Source: an optimization exercise on an open RTL-to-GDS flow (aim: small area). Production flows keep margins and buffers that such runs may drop. The RTL was checked by simulation tests, not by an equivalence proof against the original design.

==> trial 80: inputs <==
==> flow/design.v (excerpt) <==
module ws_conv5(
    input sys_clk,
    input en,
    input load_w,
    input clr,
    input [10:0] w11, w12, w13, w14, w15,
    input [10:0] w21, w22, w23, w24, w25,
    input [10:0] w31, w32, w33, w34, w35,
    input [10:0] w41, w42, w43, w44, w45,
    input [10:0] w51, w52, w53, w54, w55,
    input [10:0] bias,
    input [10:0] x1, x2, x3, x4, x5,
    output reg [10:0] acc_out
    );
export LEC_CHECK = 0
export CAP_MARGIN = 0
export CORE_MARGIN = 2
export CORE_UTILIZATION = 70
export CTS_BUF_LIST = sky130_fd_sc_hd__clkbuf_16
export CTS_CLUSTER_DIAMETER = 120
export CTS_CLUSTER_SIZE = 25
export GPL_TIMING_DRIVEN = 0
export PLACE_DENSITY = 0.8
export SLEW_MARGIN = 0
export SYNTH_HIERARCHICAL = 1
create_clock -name core_clock -period 9.5 [get_ports {sys_clk}]
standard.sh (not shown) runs the stock make flow with config.mk's settings and CLKGATE_MAP_FILE= SYNTH_SCRIPT=/design/flow/synth_recipe.tcl, a recipe that flattens the netlist after the stock synthesis.
==> flow/flow/run.sh <==
#!/bin/bash
# Layout: the standard flow (standard.sh), except that the buffer put on
# every input and output port is the smallest buffer cell, and the buffers
# synthesis inserted are removed at floorplan (placement is not timing-driven;
# timing is repaired after clock tree synthesis and global routing).
# The whole output of the flow goes to standard.log; ORFS keeps each step's
# log under orfs/logs/.
set -euo pipefail
cd "$(dirname "$0")/.."
export BUFFER_PORTS_ARGS="-buffer_cell sky130_fd_sc_hd__buf_1"
export REMOVE_ABC_BUFFERS=1
bash standard.sh > standard.log 2>&1
==> trial 3: changes against trial 80 <==
--- a/flow/design.v
+++ b/flow/design.v
@@ -372,25 +372,21 @@
                 fa ut260(.a(t185), .b(t198), .c(t259), .s(t260), .co(t261));
                 wire t262, t263;
                 fa ut262(.a(t199), .b(t210), .c(t261), .s(t262), .co(t263));
                 wire t264, t265;
                 fa ut264(.a(t211), .b(t220), .c(t263), .s(t264), .co(t265));
                 wire t266, t267;
                 fa ut266(.a(t228), .b(t221), .c(t265), .s(t266), .co(t267));
                 wire t268, t269;
-                xnor2m ut268(.a(t229), .b(t234), .y(t268));
-                or2m ut269(.a(t229), .b(t234), .y(t269));
-                wire t270 = t235 ^ t238 ^ t269;
-                wire t271, t272;
-                ha ut271(.a(t229), .b(t234), .s(t271), .co(t272));
-                wire t273 = t235 ^ t238 ^ t272;
-                wire t274 = t267 ? t268 : t271;
-                wire t275 = t267 ? t270 : t273;
-                wire [9:0] t = {~t275, ~t274, ~t266, ~t264, ~t262, ~t260, ~t258, ~t256, ~t254, ~t252};
+                fa ut268(.a(t229), .b(t234), .c(t267), .s(t268), .co(t269));
+                wire t270 = t235 ^ t238 ^ 1'b1;
+                wire t271 = t235 ^ t238 ^ 1'b0;
+                wire t272 = t269 ? t270 : t271;
+                wire [9:0] t = {~t272, ~t268, ~t266, ~t264, ~t262, ~t260, ~t258, ~t256, ~t254, ~t252};
                 wire sg = wv[10] ^ xv[10];
                 wire lowz = t1 & t240 & t242 & t244 & t246 & t248 & t250;
                 assign cin = sg & (lowz | ~|t);
                 assign c = {sg, t ^ {10{sg}}};
                 end else begin : q
                     assign xv = f[gr][gc-1];
                 wire t1 = ~(wv[0] & xv[0]);
                 wire t2 = ~(wv[0] & xv[1]);
@@ -665,25 +661,21 @@
                 fa ut260(.a(t185), .b(t198), .c(t259), .s(t260), .co(t261));
                 wire t262, t263;
                 fa ut262(.a(t199), .b(t210), .c(t261), .s(t262), .co(t263));
                 wire t264, t265;
                 fa ut264(.a(t211), .b(t220), .c(t263), .s(t264), .co(t265));
                 wire t266, t267;
                 fa ut266(.a(t228), .b(t221), .c(t265), .s(t266), .co(t267));
                 wire t268, t269;
-                xnor2m ut268(.a(t229), .b(t234), .y(t268));
-                or2m ut269(.a(t229), .b(t234), .y(t269));
-                wire t270 = t235 ^ t238 ^ t269;
-                wire t271, t272;
-                ha ut271(.a(t229), .b(t234), .s(t271), .co(t272));
-                wire t273 = t235 ^ t238 ^ t272;
-                wire t274 = t267 ? t268 : t271;
-                wire t275 = t267 ? t270 : t273;
-                wire [9:0] t = {~t275, ~t274, ~t266, ~t264, ~t262, ~t260, ~t258, ~t256, ~t254, ~t252};
+                fa ut268(.a(t229), .b(t234), .c(t267), .s(t268), .co(t269));
+                wire t270 = t235 ^ t238 ^ 1'b1;
+                wire t271 = t235 ^ t238 ^ 1'b0;
+                wire t272 = t269 ? t270 : t271;
+                wire [9:0] t = {~t272, ~t268, ~t266, ~t264, ~t262, ~t260, ~t258, ~t256, ~t254, ~t252};
                 wire sg = wv[10] ^ xv[10];
                 wire lowz = t1 & t240 & t242 & t244 & t246 & t248 & t250;
                 assign cin = sg & (lowz | ~|t);
                 assign c = {sg, t ^ {10{sg}}};
                 end
             end
             if (gr == 0) begin : r0
             wire t1, t2;
@@ -766,42 +758,42 @@
             fa ut77(.a(t73), .b(t75), .c(t70), .s(t77), .co(t78));
             wire t79, t80;
             ha ut79(.a(t68), .b(pc[0][7]), .s(t79), .co(t80));
             wire t81, t82;
             fa ut81(.a(b[8]), .b(pc[1][8]), .c(pc[2][8]), .s(t81), .co(t82));
             wire t83, t84;
             fa ut83(.a(pc[3][8]), .b(pc[4][8]), .c(t72), .s(t83), .co(t84));
             wire t85, t86;
-            fa ut85(.a(t74), .b(t81), .c(t76), .s(t85), .co(t86));
+            fa ut85(.a(t74), .b(t76), .c(t81), .s(t85), .co(t86));
             wire t87, t88;
             fa ut87(.a(t83), .b(t85), .c(t78), .s(t87), .co(t88));
             wire t89, t90;
             ha ut89(.a(t80), .b(pc[0][8]), .s(t89), .co(t90));
             wire t91, t92;
             fa ut91(.a(b[9]), .b(pc[1][9]), .c(pc[2][9]), .s(t91), .co(t92));
             wire t93, t94;
             fa ut93(.a(pc[3][9]), .b(pc[4][9]), .c(t82), .s(t93), .co(t94));
             wire t95, t96;
-            fa ut95(.a(t91), .b(t84), .c(t93), .s(t95), .co(t96));
+            fa ut95(.a(t84), .b(t91), .c(t86), .s(t95), .co(t96));
             wire t97, t98;
-            fa ut97(.a(t86), .b(t95), .c(pc[0][9]), .s(t97), .co(t98));
+            fa ut97(.a(t93), .b(t95), .c(t88), .s(t97), .co(t98));
             wire t99, t100;
-            ha ut99(.a(t90), .b(t88), .s(t99), .co(t100));
+            ha ut99(.a(t90), .b(pc[0][9]), .s(t99), .co(t100));
             wire t101, t102;
             fa ut101(.a(b[10]), .b(pc[0][10]), .c(pc[1][10]), .s(t101), .co(t102));
             wire t103, t104;
             fa ut103(.a(pc[2][10]), .b(pc[3][10]), .c(pc[4][10]), .s(t103), .co(t104));
             wire t105, t106;
             fa ut105(.a(t101), .b(t103), .c(t92), .s(t105), .co(t106));
             wire t107, t108;
             fa ut107(.a(t94), .b(t105), .c(t96), .s(t107), .co(t108));
             wire t109, t110;
-            ha ut109(.a(t107), .b(t98), .s(t109), .co(t110));
-            assign rsa[gr] = {t100, t97, t87, t77, t67, t57, t47, t30, t20, t17, pci[0]};
+            ha ut109(.a(t107), .b(t100), .s(t109), .co(t110));
+            assign rsa[gr] = {t98, t97, t87, t77, t67, t57, t47, t30, t20, t17, pci[0]};
             assign rsb[gr] = {t109, t99, t89, t79, t69, t59, t49, t39, t29, t19, t9};
             end else begin : rn
             wire t1, t2;
             fa ut1(.a(sa[gr-1][0]), .b(sb[gr-1][0]), .c(pc[1][0]), .s(t1), .co(t2));
             wire t3, t4;
             fa ut3(.a(pc[2][0]), .b(pc[3][0]), .c(pc[4][0]), .s(t3), .co(t4));
             wire t5, t6;
             fa ut5(.a(t1), .b(t3), .c(pc[0][0]), .s(t5), .co(t6));
@@ -879,21 +871,21 @@
             fa ut77(.a(t71), .b(t73), .c(t68), .s(t77), .co(t78));
             wire t79, t80;
             fa ut79(.a(t75), .b(t77), .c(t70), .s(t79), .co(t80));
             wire t81, t82;
             fa ut81(.a(sa[gr-1][8]), .b(sb[gr-1][8]), .c(pc[1][8]), .s(t81), .co(t82));
             wire t83, t84;
             fa ut83(.a(pc[2][8]), .b(pc[3][8]), .c(pc[4][8]), .s(t83), .co(t84));
             wire t85, t86;
-            fa ut85(.a(t72), .b(t74), .c(t81), .s(t85), .co(t86));
+            fa ut85(.a(t72), .b(t74), .c(t76), .s(t85), .co(t86));
             wire t87, t88;
-            fa ut87(.a(t83), .b(t76), .c(t85), .s(t87), .co(t88));
+            fa ut87(.a(t81), .b(t83), .c(t78), .s(t87), .co(t88));
             wire t89, t90;
-            fa ut89(.a(t78), .b(t87), .c(pc[0][8]), .s(t89), .co(t90));
+            fa ut89(.a(t85), .b(t87), .c(t80), .s(t89), .co(t90));
             wire t91, t92;
             fa ut91(.a(sa[gr-1][9]), .b(sb[gr-1][9]), .c(pc[1][9]), .s(t91), .co(t92));
             wire t93, t94;
             fa ut93(.a(pc[2][9]), .b(pc[3][9]), .c(pc[4][9]), .s(t93), .co(t94));
             wire t95, t96;
             fa ut95(.a(t82), .b(t84), .c(t91), .s(t95), .co(t96));
             wire t97, t98;
             fa ut97(.a(t93), .b(t86), .c(t95), .s(t97), .co(t98));
@@ -904,17 +896,17 @@
             wire t103, t104;
             fa ut103(.a(pc[1][10]), .b(pc[2][10]), .c(pc[3][10]), .s(t103), .co(t104));
             wire t105, t106;
             fa ut105(.a(pc[4][10]), .b(t101), .c(t103), .s(t105), .co(t106));
             wire t107, t108;
             fa ut107(.a(t105), .b(t92), .c(t94), .s(t107), .co(t108));
             wire t109, t110;
             fa ut109(.a(t96), .b(t107), .c(t98), .s(t109), .co(t110));
-            assign rsa[gr] = {t100, t90, t80, pc[0][7], t60, t50, t40, t30, t20, t10, pci[0]};
+            assign rsa[gr] = {t100, t90, pc[0][8], pc[0][7], t60, t50, t40, t30, t20, t10, pci[0]};
             assign rsb[gr] = {t109, t99, t89, t79, t69, t59, t49, t39, t29, t19, t9};
             end
         end
     endgenerate
     wire [10:0] acc_d;
     wire t1, t2;
     ha ut1(.a(sa[4][0]), .b(sb[4][0]), .s(t1), .co(t2));
     wire t3, t4;
==> trial 65: changes against trial 80 <==
--- a/flow/design.v
+++ b/flow/design.v
@@ -665,25 +665,21 @@
                 fa ut260(.a(t185), .b(t198), .c(t259), .s(t260), .co(t261));
                 wire t262, t263;
                 fa ut262(.a(t199), .b(t210), .c(t261), .s(t262), .co(t263));
                 wire t264, t265;
                 fa ut264(.a(t211), .b(t220), .c(t263), .s(t264), .co(t265));
                 wire t266, t267;
                 fa ut266(.a(t228), .b(t221), .c(t265), .s(t266), .co(t267));
                 wire t268, t269;
-                xnor2m ut268(.a(t229), .b(t234), .y(t268));
-                or2m ut269(.a(t229), .b(t234), .y(t269));
-                wire t270 = t235 ^ t238 ^ t269;
-                wire t271, t272;
-                ha ut271(.a(t229), .b(t234), .s(t271), .co(t272));
-                wire t273 = t235 ^ t238 ^ t272;
-                wire t274 = t267 ? t268 : t271;
-                wire t275 = t267 ? t270 : t273;
-                wire [9:0] t = {~t275, ~t274, ~t266, ~t264, ~t262, ~t260, ~t258, ~t256, ~t254, ~t252};
+                fa ut268(.a(t229), .b(t234), .c(t267), .s(t268), .co(t269));
+                wire t270 = t235 ^ t238 ^ 1'b1;
+                wire t271 = t235 ^ t238 ^ 1'b0;
+                wire t272 = t269 ? t270 : t271;
+                wire [9:0] t = {~t272, ~t268, ~t266, ~t264, ~t262, ~t260, ~t258, ~t256, ~t254, ~t252};
                 wire sg = wv[10] ^ xv[10];
                 wire lowz = t1 & t240 & t242 & t244 & t246 & t248 & t250;
                 assign cin = sg & (lowz | ~|t);
                 assign c = {sg, t ^ {10{sg}}};
                 end
             end
             if (gr == 0) begin : r0
             wire t1, t2;
@@ -766,29 +762,29 @@
             fa ut77(.a(t73), .b(t75), .c(t70), .s(t77), .co(t78));
             wire t79, t80;
             ha ut79(.a(t68), .b(pc[0][7]), .s(t79), .co(t80));
             wire t81, t82;
             fa ut81(.a(b[8]), .b(pc[1][8]), .c(pc[2][8]), .s(t81), .co(t82));
             wire t83, t84;
             fa ut83(.a(pc[3][8]), .b(pc[4][8]), .c(t72), .s(t83), .co(t84));
             wire t85, t86;
-            fa ut85(.a(t74), .b(t81), .c(t76), .s(t85), .co(t86));
+            fa ut85(.a(t74), .b(t76), .c(t81), .s(t85), .co(t86));
             wire t87, t88;
             fa ut87(.a(t83), .b(t85), .c(t78), .s(t87), .co(t88));
             wire t89, t90;
             ha ut89(.a(t80), .b(pc[0][8]), .s(t89), .co(t90));
             wire t91, t92;
             fa ut91(.a(b[9]), .b(pc[1][9]), .c(pc[2][9]), .s(t91), .co(t92));
             wire t93, t94;
             fa ut93(.a(pc[3][9]), .b(pc[4][9]), .c(t82), .s(t93), .co(t94));
             wire t95, t96;
-            fa ut95(.a(t91), .b(t84), .c(t93), .s(t95), .co(t96));
+            fa ut95(.a(t84), .b(t91), .c(t86), .s(t95), .co(t96));
             wire t97, t98;
-            fa ut97(.a(t86), .b(t95), .c(pc[0][9]), .s(t97), .co(t98));
+            fa ut97(.a(t93), .b(t95), .c(pc[0][9]), .s(t97), .co(t98));
             wire t99, t100;
             ha ut99(.a(t90), .b(t88), .s(t99), .co(t100));
             wire t101, t102;
             fa ut101(.a(b[10]), .b(pc[0][10]), .c(pc[1][10]), .s(t101), .co(t102));
             wire t103, t104;
             fa ut103(.a(pc[2][10]), .b(pc[3][10]), .c(pc[4][10]), .s(t103), .co(t104));
             wire t105, t106;
             fa ut105(.a(t101), .b(t103), .c(t92), .s(t105), .co(t106));
@@ -879,31 +875,31 @@
             fa ut77(.a(t71), .b(t73), .c(t68), .s(t77), .co(t78));
             wire t79, t80;
             fa ut79(.a(t75), .b(t77), .c(t70), .s(t79), .co(t80));
             wire t81, t82;
             fa ut81(.a(sa[gr-1][8]), .b(sb[gr-1][8]), .c(pc[1][8]), .s(t81), .co(t82));
             wire t83, t84;
             fa ut83(.a(pc[2][8]), .b(pc[3][8]), .c(pc[4][8]), .s(t83), .co(t84));
             wire t85, t86;
-            fa ut85(.a(t72), .b(t74), .c(t81), .s(t85), .co(t86));
+            fa ut85(.a(t72), .b(t74), .c(t76), .s(t85), .co(t86));
             wire t87, t88;
-            fa ut87(.a(t83), .b(t76), .c(t85), .s(t87), .co(t88));
+            fa ut87(.a(t81), .b(t83), .c(t78), .s(t87), .co(t88));
             wire t89, t90;
-            fa ut89(.a(t78), .b(t87), .c(pc[0][8]), .s(t89), .co(t90));
+            fa ut89(.a(t85), .b(t87), .c(pc[0][8]), .s(t89), .co(t90));
             wire t91, t92;
             fa ut91(.a(sa[gr-1][9]), .b(sb[gr-1][9]), .c(pc[1][9]), .s(t91), .co(t92));
             wire t93, t94;
             fa ut93(.a(pc[2][9]), .b(pc[3][9]), .c(pc[4][9]), .s(t93), .co(t94));
             wire t95, t96;
             fa ut95(.a(t82), .b(t84), .c(t91), .s(t95), .co(t96));
             wire t97, t98;
             fa ut97(.a(t93), .b(t86), .c(t95), .s(t97), .co(t98));
             wire t99, t100;
-            fa ut99(.a(t88), .b(t97), .c(pc[0][9]), .s(t99), .co(t100));
+            fa ut99(.a(t88), .b(pc[0][9]), .c(t97), .s(t99), .co(t100));
             wire t101, t102;
             fa ut101(.a(sa[gr-1][10]), .b(sb[gr-1][10]), .c(pc[0][10]), .s(t101), .co(t102));
             wire t103, t104;
             fa ut103(.a(pc[1][10]), .b(pc[2][10]), .c(pc[3][10]), .s(t103), .co(t104));
             wire t105, t106;
             fa ut105(.a(pc[4][10]), .b(t101), .c(t103), .s(t105), .co(t106));
             wire t107, t108;
             fa ut107(.a(t105), .b(t92), .c(t94), .s(t107), .co(t108));
==> comparison <==
- The highest clock skew belongs to trial 80, the lowest to trial 3.
- Of trial 3 and trial 80, trial 80 has the higher wire length (gap about 2.5%, measured against trial 80).
- First-iteration DRC count, lowest first: trial 3, trial 65, trial 80.
- Of trial 80 and trial 65, trial 65 has the higher non-clock buffer count (gap 104).
- Utilization: trial 80 < trial 65 < trial 3.
- Die area, lowest first: trial 3, trial 65, trial 80.
- Trial 3 completed without violations. Trial 65 finished clean. Trial 80 passed the timing, design-rule and antenna checks.
- Hold slack: trial 65 > trial 80 > trial 3.
==> figures <==
	trial 3	trial 65	trial 80
Mux share of post-synthesis cell area	0%	0.107%	0.533%
Post-synthesis sequential area ratio	28.9%	28.9%	28.7%
Clock buffers	43	47	47
Endpoint of the worst-slack reg-to-reg timing path	sb[0][10]	sb[4][9]	sb[0][10]
R2R setup slack	100 ps	160 ps	240 ps
Post-synth design cell area	93,300 um^2	93,400 um^2	93,900 um^2
Area fraction in compound gates after synthesis	1.35%	1.36%	1.33%
Simple logic cell fraction of the synthesized area	13.2%	13.2%	13.2%
Fraction of area in multi-input gates	65.9%	66.0%	66.6%
Multi-Input Combinational	6,170	6,188	6,248
Number of placement rows	133	134	134
Count of vias placed by the detailed router	57,100	57,668	57,515
Final net count	10,158	10,165	10,121
Outcome	finished clean	finished clean	finished clean
Global-route wire length before repair	333 mm	336 mm	342 mm
RSZ-0062 raised after global routing	yes	yes	no
Resized cells post-CTS	2	3	0

==> re-timing with driven ports <==
The flow's constraints put no driver on any port. The routed layouts listed below were extracted and timed again, unchanged, in two steps.
Step 1 (the two cells are an assumption about what drives the block):
set clk [get_ports {sys_clk}]
set_driving_cell -lib_cell sky130_fd_sc_hd__clkbuf_16 $clk
set_driving_cell -lib_cell sky130_fd_sc_hd__buf_2 [delete_from_list [all_inputs] $clk]
Step 2 adds t to the input delays and takes it off the output delays; t is the mean of the earliest and latest rising clock arrival at the registers after step 1. Input paths then give back, and output paths get back, about the clock's delay inside the block.
a / b / c = ideal / step 1 / step 2; a / b = the first two.
run	t, ns	setup slack, ns	worst setup path at the end
trial 80	0.771	0.242 / 0.242 / -0.214	input to register
trial 3	0.771	0.101 / 0.101 / -0.564	input to register
trial 65	0.759	0.157 / 0.157 / -0.326	input to register
Met with ideal ports but missed after step 2: setup timing in every run listed. The setup slack of trial 3, which loses most, moves by 0.000 ns with the drivers and by -0.665 ns with both steps.
